Source: an optimization exercise on an open RTL-to-GDS flow (aim: small area). Production flows keep margins and buffers that such runs may drop. No run shown here included a check of the RTL's function; only the layout flow was run.

**flow/constraint.sdc**
```tcl
create_clock -name core_clock -period 4.0 [get_ports {clk}]
set_input_delay 0.8000 -clock core_clock [delete_from_list [all_inputs] [get_ports {clk}]]
set_output_delay 0.8000 -clock core_clock [all_outputs]
set_load 0.01 [all_outputs]
```
**flow/config.mk**
```make
export PLATFORM = sky130hd
export DESIGN_NAME = acdma_top
export DESIGN_NICKNAME = acdma_top
export VERILOG_FILES = /design/flow/design.v
export SDC_FILE = /design/flow/constraint.sdc
export NUM_CORES = 4
export LEC_CHECK = 0
export CAP_MARGIN = 20
export CORE_MARGIN = 2
export CORE_UTILIZATION = 40
export PLACE_DENSITY = 0.6
export SLEW_MARGIN = 20
```
**flow/design.v**
```verilog
package AggrCDMAPkg;
    parameter int CDMA_CODE_WIDTH = 16;                      
    parameter int NUM_PORTS       = CDMA_CODE_WIDTH;         
    parameter int DATA_WIDTH      = 8;                       
    parameter int LOG_CODE_WIDTH  = $clog2(CDMA_CODE_WIDTH-1); 
    parameter int COUNTER_WIDTH   = $clog2(CDMA_CODE_WIDTH-1);   
    parameter logic [CDMA_CODE_WIDTH*CDMA_CODE_WIDTH-1:0] CDMA_CODES    
                   = { 16'd0,
                       16'd21845,
                       16'd13107,
                       16'd26214,
                       16'd3855,
                       16'd23130,
                       16'd15420,
                       16'd26985,
                       16'd255,
                       16'd21930,
                       16'd13260,
                       16'd26265,
                       16'd4080,
                       16'd23205,
                       16'd15555,
                       16'd27030};
    typedef   logic [DATA_WIDTH-1:0] dataWord;  
endpackage
module acdma_top (
  input  logic         clk,
  input  logic         rst,
  input  logic [127:0] data_in,
  output logic [127:0] decoded_out
);
  logic [3:0] ph;
  always_ff @(posedge clk) ph <= rst ? 4'hf : ph + 4'h1;
  logic [15:0] chip;
  wire [3:0] nph = ~ph;
  assign chip[0] = 1'b0;
  assign chip[1] = nph[0];
  assign chip[2] = nph[1];
  assign chip[3] = nph[0] ^ nph[1];
  assign chip[4] = nph[2];
  assign chip[5] = nph[0] ^ nph[2];
  assign chip[6] = nph[1] ^ nph[2];
  assign chip[7] = nph[0] ^ nph[1] ^ nph[2];
  assign chip[8] = nph[3];
  assign chip[9] = nph[0] ^ nph[3];
  assign chip[10] = nph[1] ^ nph[3];
  assign chip[11] = nph[0] ^ nph[1] ^ nph[3];
  assign chip[12] = nph[2] ^ nph[3];
  assign chip[13] = nph[0] ^ nph[2] ^ nph[3];
  assign chip[14] = nph[1] ^ nph[2] ^ nph[3];
  assign chip[15] = nph[0] ^ nph[1] ^ nph[2] ^ nph[3];
  logic [127:0] w;
  assign w[7:0] = {~(data_in[7] ^ chip[0]), data_in[6:0] ^ {7{chip[0]}}};
  assign w[15:8] = {~(data_in[15] ^ chip[1]), data_in[14:8] ^ {7{chip[1]}}};
  assign w[23:16] = {~(data_in[23] ^ chip[2]), data_in[22:16] ^ {7{chip[2]}}};
  assign w[31:24] = {~(data_in[31] ^ chip[3]), data_in[30:24] ^ {7{chip[3]}}};
  assign w[39:32] = {~(data_in[39] ^ chip[4]), data_in[38:32] ^ {7{chip[4]}}};
  assign w[47:40] = {~(data_in[47] ^ chip[5]), data_in[46:40] ^ {7{chip[5]}}};
  assign w[55:48] = {~(data_in[55] ^ chip[6]), data_in[54:48] ^ {7{chip[6]}}};
  assign w[63:56] = {~(data_in[63] ^ chip[7]), data_in[62:56] ^ {7{chip[7]}}};
  assign w[71:64] = {~(data_in[71] ^ chip[8]), data_in[70:64] ^ {7{chip[8]}}};
  assign w[79:72] = {~(data_in[79] ^ chip[9]), data_in[78:72] ^ {7{chip[9]}}};
  assign w[87:80] = {~(data_in[87] ^ chip[10]), data_in[86:80] ^ {7{chip[10]}}};
  assign w[95:88] = {~(data_in[95] ^ chip[11]), data_in[94:88] ^ {7{chip[11]}}};
  assign w[103:96] = {~(data_in[103] ^ chip[12]), data_in[102:96] ^ {7{chip[12]}}};
  assign w[111:104] = {~(data_in[111] ^ chip[13]), data_in[110:104] ^ {7{chip[13]}}};
  assign w[119:112] = {~(data_in[119] ^ chip[14]), data_in[118:112] ^ {7{chip[14]}}};
  assign w[127:120] = {~(data_in[127] ^ chip[15]), data_in[126:120] ^ {7{chip[15]}}};
  wire ts0, tc0;
  assign {tc0, ts0} = w[120] + w[112] + w[104];
  wire ts1, tc1;
  assign {tc1, ts1} = w[96] + w[88];
  wire ts2, tc2;
  assign {tc2, ts2} = w[121] + w[113] + w[105];
  wire ts3, tc3;
  assign {tc3, ts3} = w[97] + w[89] + w[81];
  wire ts4, tc4;
  assign {tc4, ts4} = w[73] + w[65];
  wire ts5, tc5;
  assign {tc5, ts5} = w[122] + w[114] + w[106];
  wire ts6, tc6;
  assign {tc6, ts6} = w[98] + w[90] + w[82];
  wire ts7, tc7;
  assign {tc7, ts7} = w[74] + w[66] + w[58];
  wire ts8, tc8;
  assign {tc8, ts8} = w[123] + w[115] + w[107];
  wire ts9, tc9;
  assign {tc9, ts9} = w[99] + w[91] + w[83];
  wire ts10, tc10;
  assign {tc10, ts10} = w[75] + w[67] + w[59];
  wire ts11, tc11;
  assign {tc11, ts11} = w[124] + w[116] + w[108];
  wire ts12, tc12;
  assign {tc12, ts12} = w[100] + w[92] + w[84];
  wire ts13, tc13;
  assign {tc13, ts13} = w[76] + w[68] + w[60];
  wire ts14, tc14;
  assign {tc14, ts14} = w[125] + w[117] + w[109];
  wire ts15, tc15;
  assign {tc15, ts15} = w[101] + w[93] + w[85];
  wire ts16, tc16;
  assign {tc16, ts16} = w[77] + w[69] + w[61];
  wire ts17, tc17;
  assign {tc17, ts17} = w[126] + w[118] + w[110];
  wire ts18, tc18;
  assign {tc18, ts18} = w[102] + w[94] + w[86];
  wire ts19, tc19;
  assign {tc19, ts19} = w[78] + w[70] + w[62];
  wire ts20, tc20;
  assign {tc20, ts20} = w[127] + w[119] + w[111];
  wire ts21, tc21;
  assign {tc21, ts21} = w[103] + w[95] + w[87];
  wire ts22, tc22;
  assign {tc22, ts22} = w[79] + w[71] + w[63];
  wire ts23, tc23;
  assign {tc23, ts23} = w[80] + w[72] + w[64];
  wire ts24, tc24;
  assign {tc24, ts24} = w[56] + w[48] + w[40];
  wire ts25, tc25;
  assign {tc25, ts25} = tc1 + tc0 + w[57];
  wire ts26, tc26;
  assign {tc26, ts26} = w[49] + w[41] + w[33];
  wire ts27, tc27;
  assign {tc27, ts27} = w[25] + w[17] + w[9];
  wire ts28, tc28;
  assign {tc28, ts28} = tc4 + tc3 + tc2;
  wire ts29, tc29;
  assign {tc29, ts29} = w[50] + w[42] + w[34];
  wire ts30, tc30;
  assign {tc30, ts30} = w[26] + w[18] + w[10];
  wire ts31, tc31;
  assign {tc31, ts31} = w[2] + ts7;
  wire ts32, tc32;
  assign {tc32, ts32} = tc7 + tc6 + tc5;
  wire ts33, tc33;
  assign {tc33, ts33} = w[51] + w[43] + w[35];
  wire ts34, tc34;
  assign {tc34, ts34} = w[27] + w[19] + w[11];
  wire ts35, tc35;
  assign {tc35, ts35} = w[3] + ts10 + ts9;
  wire ts36, tc36;
  assign {tc36, ts36} = tc10 + tc9 + tc8;
  wire ts37, tc37;
  assign {tc37, ts37} = w[52] + w[44] + w[36];
  wire ts38, tc38;
  assign {tc38, ts38} = w[28] + w[20] + w[12];
  wire ts39, tc39;
  assign {tc39, ts39} = w[4] + ts13 + ts12;
  wire ts40, tc40;
  assign {tc40, ts40} = tc13 + tc12 + tc11;
  wire ts41, tc41;
  assign {tc41, ts41} = w[53] + w[45] + w[37];
  wire ts42, tc42;
  assign {tc42, ts42} = w[29] + w[21] + w[13];
  wire ts43, tc43;
  assign {tc43, ts43} = w[5] + ts16 + ts15;
  wire ts44, tc44;
  assign {tc44, ts44} = tc16 + tc15 + tc14;
  wire ts45, tc45;
  assign {tc45, ts45} = w[54] + w[46] + w[38];
  wire ts46, tc46;
  assign {tc46, ts46} = w[30] + w[22] + w[14];
  wire ts47, tc47;
  assign {tc47, ts47} = w[6] + ts19 + ts18;
  wire ts48, tc48;
  assign {tc48, ts48} = tc19 + tc18 + tc17;
  wire ts49, tc49;
  assign {tc49, ts49} = w[55] + w[47] + w[39];
  wire ts50, tc50;
  assign {tc50, ts50} = w[31] + w[23] + w[15];
  wire ts51, tc51;
  assign {tc51, ts51} = w[7] + ts22 + ts21;
  wire ts52, tc52;
  assign {tc52, ts52} = w[32] + w[24] + w[16];
  wire ts53, tc53;
  assign {tc53, ts53} = w[8] + w[0];
  wire ts54, tc54;
  assign {tc54, ts54} = tc24 + tc23 + w[1];
  wire ts55, tc55;
  assign {tc55, ts55} = ts4 + ts3 + ts2;
  wire ts56, tc56;
  assign {tc56, ts56} = ts27 + ts26;
  wire ts57, tc57;
  assign {tc57, ts57} = tc27 + tc26 + tc25;
  wire ts58, tc58;
  assign {tc58, ts58} = ts6 + ts5 + ts31;
  wire ts59, tc59;
  assign {tc59, ts59} = ts30 + ts29 + ts28;
  wire ts60, tc60;
  assign {tc60, ts60} = tc31 + tc30 + tc29;
  wire ts61, tc61;
  assign {tc61, ts61} = tc28 + ts8 + ts35;
  wire ts62, tc62;
  assign {tc62, ts62} = ts34 + ts33 + ts32;
  wire ts63, tc63;
  assign {tc63, ts63} = tc35 + tc34 + tc33;
  wire ts64, tc64;
  assign {tc64, ts64} = tc32 + ts11 + ts39;
  wire ts65, tc65;
  assign {tc65, ts65} = ts38 + ts37 + ts36;
  wire ts66, tc66;
  assign {tc66, ts66} = tc39 + tc38 + tc37;
  wire ts67, tc67;
  assign {tc67, ts67} = tc36 + ts14 + ts43;
  wire ts68, tc68;
  assign {tc68, ts68} = ts42 + ts41 + ts40;
  wire ts69, tc69;
  assign {tc69, ts69} = tc43 + tc42 + tc41;
  wire ts70, tc70;
  assign {tc70, ts70} = tc40 + ts17 + ts47;
  wire ts71, tc71;
  assign {tc71, ts71} = ts46 + ts45 + ts44;
  wire ts72, tc72;
  assign {tc72, ts72} = tc47 + tc46 + tc45;
  wire ts73, tc73;
  assign {tc73, ts73} = tc44 + ts20 + ts51;
  wire ts74, tc74;
  assign {tc74, ts74} = ts50 + ts49 + ts48;
  wire ts75, tc75;
  assign {tc75, ts75} = tc51 + tc50 + tc49;
  wire ts76, tc76;
  assign {tc76, ts76} = tc48 + tc22 + tc21;
  wire ts77, tc77;
  assign {tc77, ts77} = ts1 + ts0 + ts24;
  wire ts78, tc78;
  assign {tc78, ts78} = tc53 + tc52 + ts25;
  wire ts79, tc79;
  assign {tc79, ts79} = ts56 + ts55;
  wire ts80, tc80;
  assign {tc80, ts80} = tc56 + tc55 + tc54;
  wire ts81, tc81;
  assign {tc81, ts81} = ts59 + ts58 + ts57;
  wire ts82, tc82;
  assign {tc82, ts82} = tc59 + tc58 + tc57;
  wire ts83, tc83;
  assign {tc83, ts83} = ts62 + ts61 + ts60;
  wire ts84, tc84;
  assign {tc84, ts84} = tc62 + tc61 + tc60;
  wire ts85, tc85;
  assign {tc85, ts85} = ts65 + ts64 + ts63;
  wire ts86, tc86;
  assign {tc86, ts86} = tc65 + tc64 + tc63;
  wire ts87, tc87;
  assign {tc87, ts87} = ts68 + ts67 + ts66;
  wire ts88, tc88;
  assign {tc88, ts88} = tc68 + tc67 + tc66;
  wire ts89, tc89;
  assign {tc89, ts89} = ts71 + ts70 + ts69;
  wire ts90, tc90;
  assign {tc90, ts90} = tc71 + tc70 + tc69;
  wire ts91, tc91;
  assign {tc91, ts91} = ts74 + ts73 + ts72;
  wire ts92, tc92;
  assign {tc92, ts92} = tc74 + tc73 + tc72;
  wire ts93, tc93;
  assign {tc93, ts93} = tc20 + ts76 + ts75;
  wire ts94, tc94;
  assign {tc94, ts94} = ts23 + ts53;
  wire ts95, tc95;
  assign {tc95, ts95} = tc77 + ts54 + ts79;
  wire ts96, tc96;
  assign {tc96, ts96} = tc79 + tc78 + ts81;
  wire ts97, tc97;
  assign {tc97, ts97} = tc81 + tc80 + ts83;
  wire ts98, tc98;
  assign {tc98, ts98} = tc83 + tc82 + ts85;
  wire ts99, tc99;
  assign {tc99, ts99} = tc85 + tc84 + ts87;
  wire ts100, tc100;
  assign {tc100, ts100} = tc87 + tc86 + ts89;
  wire ts101, tc101;
  assign {tc101, ts101} = tc89 + tc88 + ts91;
  wire ts102, tc102;
  assign {tc102, ts102} = tc91 + tc90 + ts93;
  wire ts103, tc103;
  assign {tc103, ts103} = tc93 + tc92 + tc76;
  wire ts104, tc104;
  assign {tc104, ts104} = ts52 + ts77;
  wire ts105, tc105;
  assign {tc105, ts105} = tc94 + ts78 + ts95;
  wire ts106, tc106;
  assign {tc106, ts106} = tc95 + ts80 + ts96;
  wire ts107, tc107;
  assign {tc107, ts107} = tc96 + ts82 + ts97;
  wire ts108, tc108;
  assign {tc108, ts108} = tc97 + ts84 + ts98;
  wire ts109, tc109;
  assign {tc109, ts109} = tc98 + ts86 + ts99;
  wire ts110, tc110;
  assign {tc110, ts110} = tc99 + ts88 + ts100;
  wire ts111, tc111;
  assign {tc111, ts111} = tc100 + ts90 + ts101;
  wire ts112, tc112;
  assign {tc112, ts112} = tc101 + ts92 + ts102;
  wire ts113, tc113;
  assign {tc113, ts113} = tc102 + tc75 + ts103;
  wire [11:0] ts = {1'b0, tc103, ts113, ts112, ts111, ts110, ts109, ts108, ts107, ts106, ts105, ts104};
  wire [11:0] tk = {1'b0, tc113, tc112, tc111, tc110, tc109, tc108, tc107, tc106, tc105, tc104, ts94};
  logic [11:0] as, ak, r1, r2, r3, x;
  logic [7:0]  xd;
  wire sel = ~ph[0];   
  always_ff @(posedge clk) begin
    as <= ts; ak <= tk;
    r1 <= as + ak; r2 <= r1; r3 <= r2;
    x  <= r2 + (sel ? ~r3 : r1) + {11'd0, sel};
    xd <= x[11:4];
  end
  logic [7:0] sl, sh;
  logic clr_lo, clr_hi;
  logic [3:0] klo [0:7];
  logic [7:0] khi [0:7];
  assign clr_lo = (ph == 4'd4) | (ph == 4'd5);
  assign clr_hi = (ph == 4'd5) | (ph == 4'd6);
  always_comb begin
    case (ph)
      4'd0: begin sl = 8'haa; sh = 8'hcc; end
      4'd1: begin sl = 8'h55; sh = 8'haa; end
      4'd2: begin sl = 8'h00; sh = 8'h55; end
      4'd3: begin sl = 8'h00; sh = 8'h00; end
      4'd4: begin sl = 8'h5a; sh = 8'h00; end
      4'd5: begin sl = 8'hb4; sh = 8'h5a; end
      4'd6: begin sl = 8'he1; sh = 8'hb4; end
      4'd7: begin sl = 8'hc3; sh = 8'he1; end
      4'd8: begin sl = 8'ha5; sh = 8'hc3; end
      4'd9: begin sl = 8'h4b; sh = 8'ha5; end
      4'd10: begin sl = 8'h1e; sh = 8'h4b; end
      4'd11: begin sl = 8'h3c; sh = 8'h1e; end
      4'd12: begin sl = 8'h99; sh = 8'h3c; end
      4'd13: begin sl = 8'h33; sh = 8'h99; end
      4'd14: begin sl = 8'h66; sh = 8'h33; end
      4'd15: begin sl = 8'hcc; sh = 8'h66; end
      default: begin sl = 8'h00; sh = 8'h00; end
    endcase
  end
  assign klo[0] = ph[0] ? 4'hc : 4'hc;
  assign khi[0] = ph[0] ? 8'hff : 8'hff;
  assign klo[1] = ph[0] ? 4'hc : 4'hc;
  assign khi[1] = ph[0] ? 8'hff : 8'hff;
  assign klo[2] = ph[0] ? 4'hc : 4'h8;
  assign khi[2] = ph[0] ? 8'h07 : 8'hff;
  assign klo[3] = ph[0] ? 4'h8 : 4'hc;
  assign khi[3] = ph[0] ? 8'hff : 8'hff;
  assign klo[4] = ph[0] ? 4'hc : 4'hc;
  assign khi[4] = ph[0] ? 8'hff : 8'hff;
  assign klo[5] = ph[0] ? 4'hc : 4'hc;
  assign khi[5] = ph[0] ? 8'hff : 8'hff;
  assign klo[6] = ph[0] ? 4'hc : 4'hc;
  assign khi[6] = ph[0] ? 8'hff : 8'hff;
  assign klo[7] = ph[0] ? 4'hc : 4'hc;
  assign khi[7] = ph[0] ? 8'hff : 8'hff;
  logic [11:0] ring [0:15];
  logic [7:0]  cy;
  always_ff @(posedge clk) begin
    {cy[0], ring[1][3:0]} <= {1'b0, clr_lo ? klo[0] : ring[0][3:0]} + {1'b0, x[3:0] ^ {4{sl[0]}}};
    ring[1][11:4] <= ring[0][11:4];
    ring[2][11:4] <= (clr_hi ? khi[0] : ring[1][11:4]) + (xd ^ {8{sh[0]}}) + {7'd0, cy[0]};
    ring[2][3:0] <= ring[1][3:0];
    {cy[1], ring[3][3:0]} <= {1'b0, clr_lo ? klo[1] : ring[2][3:0]} + {1'b0, x[3:0] ^ {4{sl[1]}}};
    ring[3][11:4] <= ring[2][11:4];
    ring[4][11:4] <= (clr_hi ? khi[1] : ring[3][11:4]) + (xd ^ {8{sh[1]}}) + {7'd0, cy[1]};
    ring[4][3:0] <= ring[3][3:0];
    {cy[2], ring[5][3:0]} <= {1'b0, clr_lo ? klo[2] : ring[4][3:0]} + {1'b0, x[3:0] ^ {4{sl[2]}}};
    ring[5][11:4] <= ring[4][11:4];
    ring[6][11:4] <= (clr_hi ? khi[2] : ring[5][11:4]) + (xd ^ {8{sh[2]}}) + {7'd0, cy[2]};
    ring[6][3:0] <= ring[5][3:0];
    {cy[3], ring[7][3:0]} <= {1'b0, clr_lo ? klo[3] : ring[6][3:0]} + {1'b0, x[3:0] ^ {4{sl[3]}}};
    ring[7][11:4] <= ring[6][11:4];
    ring[8][11:4] <= (clr_hi ? khi[3] : ring[7][11:4]) + (xd ^ {8{sh[3]}}) + {7'd0, cy[3]};
    ring[8][3:0] <= ring[7][3:0];
    {cy[4], ring[9][3:0]} <= {1'b0, clr_lo ? klo[4] : ring[8][3:0]} + {1'b0, x[3:0] ^ {4{sl[4]}}};
    ring[9][11:4] <= ring[8][11:4];
    ring[10][11:4] <= (clr_hi ? khi[4] : ring[9][11:4]) + (xd ^ {8{sh[4]}}) + {7'd0, cy[4]};
    ring[10][3:0] <= ring[9][3:0];
    {cy[5], ring[11][3:0]} <= {1'b0, clr_lo ? klo[5] : ring[10][3:0]} + {1'b0, x[3:0] ^ {4{sl[5]}}};
    ring[11][11:4] <= ring[10][11:4];
    ring[12][11:4] <= (clr_hi ? khi[5] : ring[11][11:4]) + (xd ^ {8{sh[5]}}) + {7'd0, cy[5]};
    ring[12][3:0] <= ring[11][3:0];
    {cy[6], ring[13][3:0]} <= {1'b0, clr_lo ? klo[6] : ring[12][3:0]} + {1'b0, x[3:0] ^ {4{sl[6]}}};
    ring[13][11:4] <= ring[12][11:4];
    ring[14][11:4] <= (clr_hi ? khi[6] : ring[13][11:4]) + (xd ^ {8{sh[6]}}) + {7'd0, cy[6]};
    ring[14][3:0] <= ring[13][3:0];
    {cy[7], ring[15][3:0]} <= {1'b0, clr_lo ? klo[7] : ring[14][3:0]} + {1'b0, x[3:0] ^ {4{sl[7]}}};
    ring[15][11:4] <= ring[14][11:4];
    ring[0][11:4] <= (clr_hi ? khi[7] : ring[15][11:4]) + (xd ^ {8{sh[7]}}) + {7'd0, cy[7]};
    ring[0][3:0] <= ring[15][3:0];
  end
  assign decoded_out[7:0] = ring[5][11:4];
  assign decoded_out[15:8] = ring[6][11:4];
  assign decoded_out[23:16] = ring[7][11:4];
  assign decoded_out[31:24] = ring[8][11:4];
  assign decoded_out[39:32] = ring[9][11:4];
  assign decoded_out[47:40] = ring[10][11:4];
  assign decoded_out[55:48] = ring[11][11:4];
  assign decoded_out[63:56] = ring[12][11:4];
  assign decoded_out[71:64] = ring[13][11:4];
  assign decoded_out[79:72] = ring[14][11:4];
  assign decoded_out[87:80] = ring[15][11:4];
  assign decoded_out[95:88] = ring[0][11:4];
  assign decoded_out[103:96] = ring[1][11:4];
  assign decoded_out[111:104] = ring[2][11:4];
  assign decoded_out[119:112] = ring[3][11:4];
  assign decoded_out[127:120] = ring[4][11:4];
endmodule
```
**flow/run.sh**
```bash
#!/bin/bash
# synth_recipe.tcl (not shown) runs the flow's synth.tcl, then flattens the netlist and writes it again
# the make line also repeats each setting of config.mk as NAME=value (left out here)
make -C /OpenROAD-flow-scripts/flow DESIGN_CONFIG=/design/flow/config.mk WORK_HOME=/design/flow/orfs CLKGATE_MAP_FILE= SYNTH_SCRIPT=/design/flow/synth_recipe.tcl finish
```
==> flow_metrics.tcl, run 1 <==
set metrics [dict create \
    numClockSinks 297 \
    num_vias 10650 \
    holdWs_ns 0.3243 \
    yosys-top-cells-area "dfxtp_1 35%, fa_1 16%, ha_1 8.9%, xor2_1 8.1%, xnor2_1 7.5%" \
    clockBufferDepth 3 \
    criticalPathCategory "reg2reg" \
    ys_top_cells_by_count "297 x dfxtp_1, 158 x xor2_1, 147 x xnor2_1" \
    gr-usage-all-layers 0.1772 \
    grt_max_degree 35 \
    syn-cell-area_sq_um 17140 \
    cts_tree "done" \
    crit_arrival_ns 4.84 \
    crit_chain "inv_8 -> ha_4 -> xnor2_4 -> xnor2_4 -> buf_12 -> xor2_4 -> fa_2 -> fa_2 -> fa_2 -> fa_1 -> inv_2 -> fa_2 -> fa_2" \
    timing.final.ws_setup_ns -0.3978 \
    drtAntennaViolNets 0 \
    so_faults "negative setup slack" \
    ys.flop_type "dfxtp_1" \
    initial_utilization 0.4069 \
    cp_slowest_stage_delay_ns 0.57 \
    root_buffer "clkbuf_16" \
    synth_nets 1988 \
    nets 2148 \
    die_y_microns 211.0 \
    overflow 0 \
    avgSynthCellArea_sq_um 10.69 \
    io_pins 258 \
    maxCapViolCount 0 \
    dr.pass1.iters 4 \
    hold_buffers 0 \
    synthToLayoutAreaGrowth_pct 22.38 \
    drc 0 \
    worst_pin_slew_ns 0.7393 \
    htreeDepth 1 \
    layout-drive-gt1-share 0.08898 \
    slowest_stage "fa_2" \
    outcome "complete, but fails checks" \
    timing.final.crit_share 1.099 \
    yosysWarnings 4 \
    setup_viol 16 \
    synth.most_common_cell "dfxtp_1" \
    fillerInstances 3755 \
    period_needed_ns 4.398 \
    grt_first_pass_wirelength_microns 61630 \
    cts_buffers 30 \
    clk_pin_slew_worst_paths_ns 0.07 \
    hold_violations 0 \
    cp_common_cell "fa_2" \
    core_sq_um 42130 \
    initialDrtViolationCount 358 \
    cp-start-kind "flip-flop" \
    hpwl_microns 30680 \
    die_w_microns 211.0 \
    async_flop_share 0 \
    clock_latency_ns 0.59 \
    cp_num_buf_inv 3 \
    synth-seq-cells 297 \
    cp.required_ns 4.45 \
    antenna_found_initial 1 \
    syn-instance-count 1603 \
    cp_max_fo 8 \
    critPathTopFamily "adder cells" \
    vias_per_cell 4.578 \
    skew_ns 0.02810 \
    num_rows 75 \
    dieArea_sq_um 44530 \
    synth_top_area_frac 0.3468 \
    slew_viol_final 0 \
    synth_edf_count 0 \
    io_buffer_count 257 \
    synth.distinct_cells 57 \
    drt_wl_total_microns 38100 \
    grt_pass1_vias 11620 \
    slew_headroom 0.5064 \
    synth_top_area_cell "dfxtp_1" \
    min-delay-path-class "reg2reg" \
    rsz0062_at_grt "yes" \
    endpoint_kind "flip-flop" \
    timing.fmax_mhz 227.4 \
    wl_per_cell_microns 16.37 \
    gp_congestion 0.8175 \
    ys_seq_area_frac 0.3468 \
]
[cell usage in the layout, fill, tap and decap left out, drive strengths merged, types with 2 or more instances in the layout]
| master | instances |
|---|---|
| dfxtp | 297 |
| clkdlybuf4s50 | 257 |
| xor2 | 161 |
| xnor2 | 153 |
| inv | 139 |
| fa | 133 |
| ha | 122 |
| nor2 | 77 |
| a21oi | 68 |
| nand2b | 62 |
| buf | 44 |
| clkbuf | 44 |
| a21o | 40 |
| o21ai | 36 |
| nor2b | 24 |
| and2 | 18 |
| nand2 | 18 |
| nor3 | 14 |
| o21bai | 10 |
| o41ai | 10 |
| bufinv | 6 |
| o21a | 5 |
| o211ai | 4 |
| or2 | 4 |
| clkinv | 4 |
| a31oi | 3 |
| o22ai | 3 |
| o31a | 2 |
| nand3 | 2 |
| nand4 | 2 |
| o22a | 2 |
| and3 | 2 |
| mux4 | 2 |
| a211oi | 2 |
| clkinvlp | 2 |
| mux2 | 2 |
[stage by stage]
| stage | area (sq um) | setup slack [ns] | cells | util | setup TNS, ns |
|---|---|---|---|---|---|
| after floorplan | 17230 | -0.7195 | 1603 | - | -10.64 |
| after global placement | 19690 | -0.5954 | 2268 | 0.4674 | -7.909 |
| after detailed placement | 19690 | -0.6226 | 2268 | 0.4674 | -8.419 |
| after CTS | 20910 | -0.3766 | 2325 | 0.4963 | -4.869 |
| after global routing | 20980 | -0.5002 | 2327 | 0.4979 | -6.258 |
| final | 20980 | -0.3978 | 2327 | 0.4979 | -4.186 |
[final cells by class]
class,instances,area (sq um),share of cell area
Multi-Input combinational cell,994,9694,0.4621
Sequential cell,297,5951,0.2836
Timing Repair Buffer,301,3005,0.1432
Clock buffer,44,883.3,0.04210
Tap cell,539,674.4,0.03214
Inverter,139,529.3,0.02523
Clock inverter,12,240.2,0.01145
Antenna cell,1,2.502,0.0001193
[cells by family after synthesis]
logic type	share of synthesized area
DFF	0.3468
xor gates and xnor gates	0.1670
AOI/OAI and AO/OA	0.06999
muxes	0.004525
and+or+nand+nor	0.06904
buffers and inverters	0.09831
adders and majority gates	0.2443
[worst paths after layout]
check                   from           to  slack [ns]  depth (start not counted)
setup / recovery       ph[0]        as[7]       -0.40                         13
hold / removal    ring[9][2]  ring[10][2]        0.32                          0
setup reg to reg       ph[0]        as[7]       -0.40                         13
hold reg to reg   ring[9][2]  ring[10][2]        0.32                          0
[flip-flops by register name, summed over array words and instances, names as in the netlist]
signal / flops
ak: 11
cy: 8
sh: 8
ring: 192
sl: 7
as: 11
x: 12
ph: 4
r2: 12
xd: 8
r1: 12
r3: 12
[worst reg2reg max path: stages (launching register included)]
cell and delay [ns]:
dfxtp_4 0.38, inv_8 0.03, ha_4 0.25, xnor2_4 0.30, xnor2_4 0.10, buf_12 0.16
xor2_4 0.17, fa_2 0.37, fa_2 0.57, fa_2 0.45, fa_1 0.50, inv_2 0.04
fa_2 0.53, fa_2 0.43
[per-layer routing]
| metal | vias to the layer above | GRT usage | wire length (microns) |
|---|---|---|---|
| met4 | 0 | 0.05100 | 1075 |
| li1 | 5273 | - | - |
| met5 | - | 0 | 0 |
| met1 | 5128 | 0.2178 | 16180 |
| met2 | 189 | 0.3218 | 19460 |
| met3 | 62 | 0.02498 | 1383 |
[repair_timing]
item                       4_1_cts  5_1_grt
pin swaps                       11       20
setup endpoints to repair       16       16
gates resized for setup         14       22
setup buffers                    1        1
==> run 2, diff against run 1 <==
--- a/flow/design.v
+++ b/flow/design.v
@@ -31,39 +31,43 @@
 );
-  logic [3:0] ph;
-  always_ff @(posedge clk) ph <= rst ? 4'hf : ph + 4'h1;
-  logic [15:0] chip;
-  wire [3:0] nph = ~ph;
-  assign chip[0] = 1'b0;
-  assign chip[1] = nph[0];
-  assign chip[2] = nph[1];
-  assign chip[3] = nph[0] ^ nph[1];
-  assign chip[4] = nph[2];
-  assign chip[5] = nph[0] ^ nph[2];
-  assign chip[6] = nph[1] ^ nph[2];
-  assign chip[7] = nph[0] ^ nph[1] ^ nph[2];
-  assign chip[8] = nph[3];
-  assign chip[9] = nph[0] ^ nph[3];
-  assign chip[10] = nph[1] ^ nph[3];
-  assign chip[11] = nph[0] ^ nph[1] ^ nph[3];
-  assign chip[12] = nph[2] ^ nph[3];
-  assign chip[13] = nph[0] ^ nph[2] ^ nph[3];
-  assign chip[14] = nph[1] ^ nph[2] ^ nph[3];
-  assign chip[15] = nph[0] ^ nph[1] ^ nph[2] ^ nph[3];
+  logic [15:1] chip;
+  wire  [15:0] chipx = {chip, 1'b0};
+  wire  [3:0]  ph = ~{chip[8], chip[4], chip[2], chip[1]};
+  wire  [3:0]  nn = ~(ph + 4'h1);
+  always_ff @(posedge clk) begin
+    if (rst) chip <= 15'd0;
+    else begin
+      chip[1] <= nn[0];
+      chip[2] <= nn[1];
+      chip[3] <= nn[0] ^ nn[1];
+      chip[4] <= nn[2];
+      chip[5] <= nn[0] ^ nn[2];
+      chip[6] <= nn[1] ^ nn[2];
+      chip[7] <= nn[0] ^ nn[1] ^ nn[2];
+      chip[8] <= nn[3];
+      chip[9] <= nn[0] ^ nn[3];
+      chip[10] <= nn[1] ^ nn[3];
+      chip[11] <= nn[0] ^ nn[1] ^ nn[3];
+      chip[12] <= nn[2] ^ nn[3];
+      chip[13] <= nn[0] ^ nn[2] ^ nn[3];
+      chip[14] <= nn[1] ^ nn[2] ^ nn[3];
+      chip[15] <= nn[0] ^ nn[1] ^ nn[2] ^ nn[3];
+    end
+  end
   logic [127:0] w;
-  assign w[7:0] = {~(data_in[7] ^ chip[0]), data_in[6:0] ^ {7{chip[0]}}};
-  assign w[15:8] = {~(data_in[15] ^ chip[1]), data_in[14:8] ^ {7{chip[1]}}};
-  assign w[23:16] = {~(data_in[23] ^ chip[2]), data_in[22:16] ^ {7{chip[2]}}};
-  assign w[31:24] = {~(data_in[31] ^ chip[3]), data_in[30:24] ^ {7{chip[3]}}};
-  assign w[39:32] = {~(data_in[39] ^ chip[4]), data_in[38:32] ^ {7{chip[4]}}};
-  assign w[47:40] = {~(data_in[47] ^ chip[5]), data_in[46:40] ^ {7{chip[5]}}};
-  assign w[55:48] = {~(data_in[55] ^ chip[6]), data_in[54:48] ^ {7{chip[6]}}};
-  assign w[63:56] = {~(data_in[63] ^ chip[7]), data_in[62:56] ^ {7{chip[7]}}};
-  assign w[71:64] = {~(data_in[71] ^ chip[8]), data_in[70:64] ^ {7{chip[8]}}};
-  assign w[79:72] = {~(data_in[79] ^ chip[9]), data_in[78:72] ^ {7{chip[9]}}};
-  assign w[87:80] = {~(data_in[87] ^ chip[10]), data_in[86:80] ^ {7{chip[10]}}};
-  assign w[95:88] = {~(data_in[95] ^ chip[11]), data_in[94:88] ^ {7{chip[11]}}};
-  assign w[103:96] = {~(data_in[103] ^ chip[12]), data_in[102:96] ^ {7{chip[12]}}};
-  assign w[111:104] = {~(data_in[111] ^ chip[13]), data_in[110:104] ^ {7{chip[13]}}};
-  assign w[119:112] = {~(data_in[119] ^ chip[14]), data_in[118:112] ^ {7{chip[14]}}};
-  assign w[127:120] = {~(data_in[127] ^ chip[15]), data_in[126:120] ^ {7{chip[15]}}};
+  assign w[7:0] = {~(data_in[7] ^ chipx[0]), data_in[6:0] ^ {7{chipx[0]}}};
+  assign w[15:8] = {~(data_in[15] ^ chipx[1]), data_in[14:8] ^ {7{chipx[1]}}};
+  assign w[23:16] = {~(data_in[23] ^ chipx[2]), data_in[22:16] ^ {7{chipx[2]}}};
+  assign w[31:24] = {~(data_in[31] ^ chipx[3]), data_in[30:24] ^ {7{chipx[3]}}};
+  assign w[39:32] = {~(data_in[39] ^ chipx[4]), data_in[38:32] ^ {7{chipx[4]}}};
+  assign w[47:40] = {~(data_in[47] ^ chipx[5]), data_in[46:40] ^ {7{chipx[5]}}};
+  assign w[55:48] = {~(data_in[55] ^ chipx[6]), data_in[54:48] ^ {7{chipx[6]}}};
+  assign w[63:56] = {~(data_in[63] ^ chipx[7]), data_in[62:56] ^ {7{chipx[7]}}};
+  assign w[71:64] = {~(data_in[71] ^ chipx[8]), data_in[70:64] ^ {7{chipx[8]}}};
+  assign w[79:72] = {~(data_in[79] ^ chipx[9]), data_in[78:72] ^ {7{chipx[9]}}};
+  assign w[87:80] = {~(data_in[87] ^ chipx[10]), data_in[86:80] ^ {7{chipx[10]}}};
+  assign w[95:88] = {~(data_in[95] ^ chipx[11]), data_in[94:88] ^ {7{chipx[11]}}};
+  assign w[103:96] = {~(data_in[103] ^ chipx[12]), data_in[102:96] ^ {7{chipx[12]}}};
+  assign w[111:104] = {~(data_in[111] ^ chipx[13]), data_in[110:104] ^ {7{chipx[13]}}};
+  assign w[119:112] = {~(data_in[119] ^ chipx[14]), data_in[118:112] ^ {7{chipx[14]}}};
+  assign w[127:120] = {~(data_in[127] ^ chipx[15]), data_in[126:120] ^ {7{chipx[15]}}};
   wire ts0, tc0;
--- a/flow/config.mk
+++ b/flow/config.mk
@@ -9,4 +9,4 @@
 export CORE_MARGIN = 2
-export CORE_UTILIZATION = 40
-export PLACE_DENSITY = 0.6
+export CORE_UTILIZATION = 65
+export PLACE_DENSITY = 0.8
 export SLEW_MARGIN = 20
==> flow_metrics.tcl, run 2 <==
set metrics [dict create \
    synthMuxAreaShare 0.001757 \
    avgSynthCellArea_sq_um 10.64 \
    grt_first_pass_wirelength_microns 61510 \
    top_register "ring" \
    async_flop_share 0 \
    slowest_stage "fa_1" \
    maxCapViolCount 0 \
    htreeDepth 1 \
    endpoint_kind "flip-flop" \
    clockBufferDepth 3 \
    initial_utilization 0.6598 \
    so_faults "negative setup slack" \
    cp_slowest_stage_delay_ns 0.59 \
    gp_congestion 0.9113 \
    synth_adder_area_share 0.2406 \
    synth_top_area_cell "dfxtp_1" \
    crit_arrival_ns 4.45 \
    cp.required_ns 4.42 \
    synth-simple-area-share 0.07861 \
    core_sq_um 25910 \
    yosys-top-cells-area "dfxtp_1 34%, fa_1 16%, xnor2_1 12%, ha_1 8.5%, buf_4 5.8%" \
    setup_viol 1 \
    clock_latency_ns 0.56 \
    layout_common_cells "286 x dfxtp_1, 230 x clkdlybuf4s50_1, 212 x xnor2_1, 123 x fa_1, 116 x ha_1" \
    yosysWarnings 4 \
    dp_slack_ns -0.6231 \
    final_common_cell "dfxtp_1" \
    antenna_found_initial 1 \
    synth_top_family_by_area "adder cells" \
    dieArea_sq_um 27610 \
    drc 0 \
    synth.most_common_cell "dfxtp_1" \
    ff2ff_setup_slack_ns 0.10 \
    ys.flop_type "dfxtp_1" \
    largest_reg_flops 192 \
    timing.fmax_mhz 248.3 \
    worst_pin_slew_ns 0.6916 \
    io_buffer_count 257 \
    top_regs "ring: 192 flops, chip: 15 flops" \
    rr_endpoint "as[3]" \
    vias_per_cell 5.245 \
    placed_cell_area_sq_um 19130 \
    ys_seq_area_frac 0.3431 \
    cp_common_cell "fa_1" \
    crit_chain "clkdlybuf4s50_1 -> xor2_2 -> fa_1 -> fa_2 -> fa_1 -> fa_1 -> inv_1 -> fa_1 -> fa_1" \
    cp-start-kind "input pin" \
    synth_top_area_frac 0.3431 \
    grt_pass1_vias 12280 \
    outcome "complete, but fails checks" \
    hold_end "ring[6][2]" \
    ff2ff_path_depth 10 \
    synth.distinct_cells 60 \
    nets 2122 \
    drt_wl_total_microns 38230 \
    timing.final.crit_share 1.007 \
    cp_num_buf_inv 2 \
    grt_max_degree 35 \
    criticalPathCategory "in2reg" \
    num_vias 11020 \
    min-delay-path-class "reg2reg" \
    numClockSinks 293 \
    gr-usage-all-layers 0.2778 \
    period_needed_ns 4.027 \
    timing.final.ws_setup_ns -0.02725 \
    synth_xor_area_frac 0.1617 \
    cp_max_fo 1 \
    slew_headroom 0.5383 \
    die_w_microns 166.2 \
    die_y_microns 166.2 \
    slew_viol_final 0 \
    initialDrtViolationCount 596 \
    hpwl_microns 28910 \
    crit-reg2reg-launch "chip[8]" \
    io_pins 258 \
    setup_tns_ns -0.02725 \
    root_buffer "clkbuf_16" \
    dr.pass1.iters 5 \
    critPathTopFamily "adder cells" \
    drtAntennaViolNets 0 \
    synth-seq-cells 293 \
    min_path_cells 0 \
    fillerInstances 1659 \
    rsz0062_at_grt "yes" \
    synth_edf_count 0 \
    synth_nets 1986 \
    clk_pin_slew_worst_paths_ns 0.06 \
    hold_buffers 0 \
    syn-cell-area_sq_um 17100 \
    num_rows 59 \
    fin_area_sq_um 20430 \
    skew_ns 0.02173 \
    hold_violations 0 \
    wl_per_cell_microns 18.19 \
    layout-drive-gt1-share 0.08324 \
    ys_top_cells_by_count "293 x dfxtp_1, 234 x xnor2_1, 133 x fa_1" \
    holdCritStartpoint "ring[5][2]" \
    overflow 0 \
    synth_compound_area_frac 0.07590 \
    syn-instance-count 1607 \
    cts_tree "done" \
    synthToLayoutAreaGrowth_pct 19.52 \
    cts_buffers 30 \
]
-- run 2: cell count changes after synthesis, sizes merged, moves of 6 or more --
cell    change
xor2       -84
xnor2      +83
inv        -24
buf        +17
a21oi      +11
nand2      +11
clkbuf      -7
nand2b      +7
nand3       +7
ha          -6
-- run 2: how the worst max path moves through the flow --
stage	from	to	slack, ns	cells past startpoint
4_1_cts	data_in[59]	as[3]	-0.01	11
6_report	data_in[95]	as[7]	-0.03	9
3_3_place_gp	data_in[94]	as[6]	-0.57	11
2_1_floorplan	data_in[91]	as[3]	-0.04	10
3_5_place_dp	data_in[93]	as[5]	-0.62	11
5_1_grt	data_in[103]	as[7]	-0.10	9
-- run 2: per-layer routing --
| layer | track usage | vias to the layer above | part of all wire |
|---|---|---|---|
| met5 | 0 | - | 0 |
| met4 | 0.1006 | 0 | 0.037 |
| met3 | 0.03646 | 97 | 0.039 |
| met2 | 0.5107 | 264 | 0.52 |
| met1 | 0.3325 | 5427 | 0.41 |
| li1 | - | 5236 | - |
-- run 2: cells by family (layout without fill, tap and decap cells) --
kind of cell,count (synthesis),count (layout)
XOR/XNOR,313,313
buffers and inverters,298,457
flip-flops,293,293
AND/OR/NAND/NOR,258,258
adder cells (fa/ha/maj),249,249
AO/OA/AOI/OAI,193,193
multiplexers,3,3
other,0,1
-- run 2: area by class of cell --
type / count / area [sq um] / area share
Clock buffer: 47 / 914.6 / 0.04476
Tap cell: 335 / 419.2 / 0.02051
Timing Repair Buffer: 287 / 2894 / 0.1416
Multi-Input combinational cell: 1016 / 9777 / 0.4785
Antenna cell: 1 / 2.502 / 0.0001225
Sequential cell: 293 / 5882 / 0.2879
Clock inverter: 8 / 111.4 / 0.005450
Inverter: 115 / 431.7 / 0.02113
-- run 2: what timing repair did --
action | in CTS | in global routing
setup buffers | 0 | 1
resized for setup | 23 | 48
cloned | 0 | 0
pin swaps | 14 | 32
setup endpoints to repair | 14 | 17
-- run 2: worst reg2reg max path: cells and delay by family, from the launching register on --
kind / cells / cell delay (ns)
XOR/XNOR: 1 / 0.13
adder cells (fa/ha/maj): 6 / 2.97
buffers and inverters: 3 / 0.15
flip-flops: 1 / 0.52
-- run 2: stage by stage --
step	utilization	hold slack, ns	instances
finish	0.7885	0.3252	2102
global route	0.7885	0.3293	2102
CTS	0.7805	0.3166	2100
detailed placement	0.7384	0.3121	2045
global placement	0.7384	0.3100	2045
floorplan	-	0.3096	1607
==> run 3, diff against run 2 <==
--- a/flow/config.mk
+++ b/flow/config.mk
@@ -9,4 +9,4 @@
 export CORE_MARGIN = 2
-export CORE_UTILIZATION = 65
-export PLACE_DENSITY = 0.8
+export CORE_UTILIZATION = 40
+export PLACE_DENSITY = 0.6
 export SLEW_MARGIN = 20
==> flow_metrics.tcl, run 3 <==
set metrics [dict create \
    avgSynthCellArea_sq_um 10.64 \
    nets 2124 \
    crit_arrival_ns 4.36 \
    ys.flop_type "dfxtp_1" \
    htreeDepth 1 \
    ys_seq_area_frac 0.3431 \
    ys_top_cells_by_count "293 x dfxtp_1, 234 x xnor2_1, 133 x fa_1" \
    outcome "finished clean" \
    stdcell_count 2309 \
    maxCapViolCount 0 \
    yosysWarnings 4 \
    initialDrtViolationCount 386 \
    drc 0 \
    holdCritStartpoint "ring[1][3]" \
    largest_reg_flops 192 \
    syn-instance-count 1607 \
    top_register "ring" \
    synth_nets 1986 \
    syn-cell-area_sq_um 17100 \
    dr.pass1.iters 4 \
    die_y_microns 210.7 \
    synth-simple-area-share 0.07861 \
    cp.required_ns 4.42 \
    synth.distinct_cells 60 \
    synth_top_area_cell "dfxtp_1" \
    skew_ns 0.01769 \
    root_buffer "clkbuf_16" \
    dp.cells 2248 \
    final_common_cell "dfxtp_1" \
    num_vias 10670 \
    synth_adder_area_share 0.2406 \
    clk_pin_slew_worst_paths_ns 0.06 \
    core_sq_um 42040 \
    dp_slack_ns -0.6237 \
    worst_pin_slew_ns 0.8895 \
    numClockSinks 293 \
    synth_edf_count 0 \
    hold_violations 0 \
    post-route-util 0.4912 \
    synthToLayoutAreaGrowth_pct 20.79 \
    initial_utilization 0.4066 \
    drt_wl_total_microns 38470 \
    clock_latency_ns 0.56 \
    cp_max_fo 1 \
    min_path_cells 0 \
    cp-start-kind "input pin" \
    timing.final.ws_setup_ns 0.06048 \
    synth_compound_area_frac 0.07590 \
    ff2ff_path_depth 11 \
    ff2ff_setup_slack_ns 0.10 \
    slew_headroom 0.4069 \
    startpoint "data_in[79]" \
    num_rows 75 \
    overflow 0 \
    period_needed_ns 3.940 \
    min-delay-path-class "reg2reg" \
    timing.final.crit_share 0.9849 \
    gr-usage-all-layers 0.1750 \
    fillerInstances 3819 \
    slew_viol_final 0 \
    cts_tree "done" \
    die_w_microns 210.7 \
    timing.fmax_mhz 253.8 \
    synth_top_family_by_area "adder cells" \
    grt_max_degree 33 \
    synth_xor_area_frac 0.1617 \
    layout-drive-gt1-share 0.08140 \
    synthMuxAreaShare 0.001757 \
    synth_top_area_frac 0.3431 \
    grt_first_pass_wirelength_microns 60790 \
    top_regs "ring: 192 flops, chip: 15 flops" \
    vias_per_cell 4.621 \
    dieArea_sq_um 44410 \
    rsz0062_at_grt "yes" \
    hpwl_microns 30490 \
    io_buffer_count 257 \
    yosys-top-cells-area "dfxtp_1 34%, fa_1 16%, xnor2_1 12%, ha_1 8.5%, buf_4 5.8%" \
    setup_viol 0 \
    gp_congestion 0.8256 \
    io_pins 258 \
    layout_common_cells "283 x dfxtp_1, 230 x clkdlybuf4s50_1, 214 x xnor2_1, 127 x fa_1, 116 x ha_1" \
    setup_tns_ns 0 \
    clockBufferDepth 3 \
    cts_buffers 31 \
    hold_buffers 0 \
    wl_per_cell_microns 16.66 \
    drtAntennaViolNets 0 \
    endpoint_kind "flip-flop" \
    async_flop_share 0 \
    grt_pass1_vias 11460 \
    criticalPathCategory "in2reg" \
    synth-seq-cells 293 \
    synth.most_common_cell "dfxtp_1" \
    crit-reg2reg-launch "chip[11]" \
    antenna_found_initial 1 \
]
## run 3: cell counts after synthesis
No cell type changed its count.
## run 3: path summary, 6_finish.rpt
kind | endpoint
min | ring[2][3]
max | as[7]
min reg2reg | ring[2][3]
max reg2reg | as[5]
## run 3: layout make-up
cell class                      instances  area [sq um]  share of cell area
Clock inverter                         15         191.4            0.009271
Sequential cell                       293          5886              0.2850
Clock buffer                           42         847.1             0.04102
Tap cell                              539         674.4             0.03266
Inverter                              115         431.7             0.02091
Timing Repair Buffer                  288          2864              0.1387
Antenna cell                            1         2.502           0.0001212
Multi-Input combinational cell       1016          9752              0.4723
## run 3: repair_timing
item                                    in CTS  in global routing
resized for setup                           37                 30
endpoints found under the setup margin      15                 12
pin swaps                                   21                 31
setup buffers                                0                  3
## run 3: cell families after synthesis
logic type	count (synthesis)
multiplexers	3
AO/OA/AOI/OAI	193
buffers and inverters	298
adder cells (fa/ha/maj)	249
AND/OR/NAND/NOR	258
XOR/XNOR	313
flip-flops	293
## run 3: worst max-delay path: stages
cell and delay (ns):
clkdlybuf4s50_1 0.47, xor2_1 0.19, fa_1 0.47, fa_2 0.56, fa_1 0.42, fa_1 0.48
inv_1 0.05, fa_1 0.50, fa_1 0.42
## run 3: routing by layer
layer / track usage / up-vias / wire length [microns] / part of all wire
met2: 0.3263 / 176 / 20100 / 0.52
met3: 0.02528 / 43 / 1374 / 0.036
met1: 0.2142 / 5198 / 16290 / 0.42
li1: - / 5253 / - / -
met4: 0.03448 / 0 / 697 / 0.018
met5: 0 / - / 0 / 0
## run 3: stage by stage
step           area, sq um  hold WS (ns)
2_1_floorplan        17120        0.3096
3_3_place_gp         19370        0.3100
3_5_place_dp         19370        0.3121
4_1_cts              20500        0.3264
5_1_grt              20650        0.3280
6_report             20650        0.3231

[port drivers added, routing unchanged]
Ports are ideal in the flow. The routed layouts listed here were re-timed in OpenROAD.
Step 1 (the two cells are an assumption about what drives the block):
set clk [get_ports {clk}]
set_driving_cell -lib_cell sky130_fd_sc_hd__clkbuf_16 $clk
set_driving_cell -lib_cell sky130_fd_sc_hd__buf_2 [delete_from_list [all_inputs] $clk]
Step 2 times the ports against the registers' clock, not the clock port: input delays grow and output delays shrink by t, the midpoint of the rising clock arrivals with the driver on.
Slacks: no drivers / after step 1 / after step 2; pairs: no drivers / after step 1.
| run | shift t [ns] | slack for setup (ns) | worst setup path after step 2 | latest minus earliest clock arrival (ns) | cell pins on the clock port's net |
|---|---|---|---|---|---|
| run 1 | 0.625 | -0.398 / -0.398 / -0.630 | input to register | 0.030 / 0.029 | 1 |
| run 2 | 0.598 | -0.027 / -0.003 / -0.601 | input to register | 0.023 / 0.022 | 1 |
| run 3 | 0.611 | 0.060 / 0.092 / -0.518 | input to register | 0.022 / 0.021 | 1 |
Met with ideal ports but missed after step 2: setup timing in run 3. The setup slack of run 3, which loses most, moves by +0.032 ns with the drivers and by -0.578 ns with both steps.
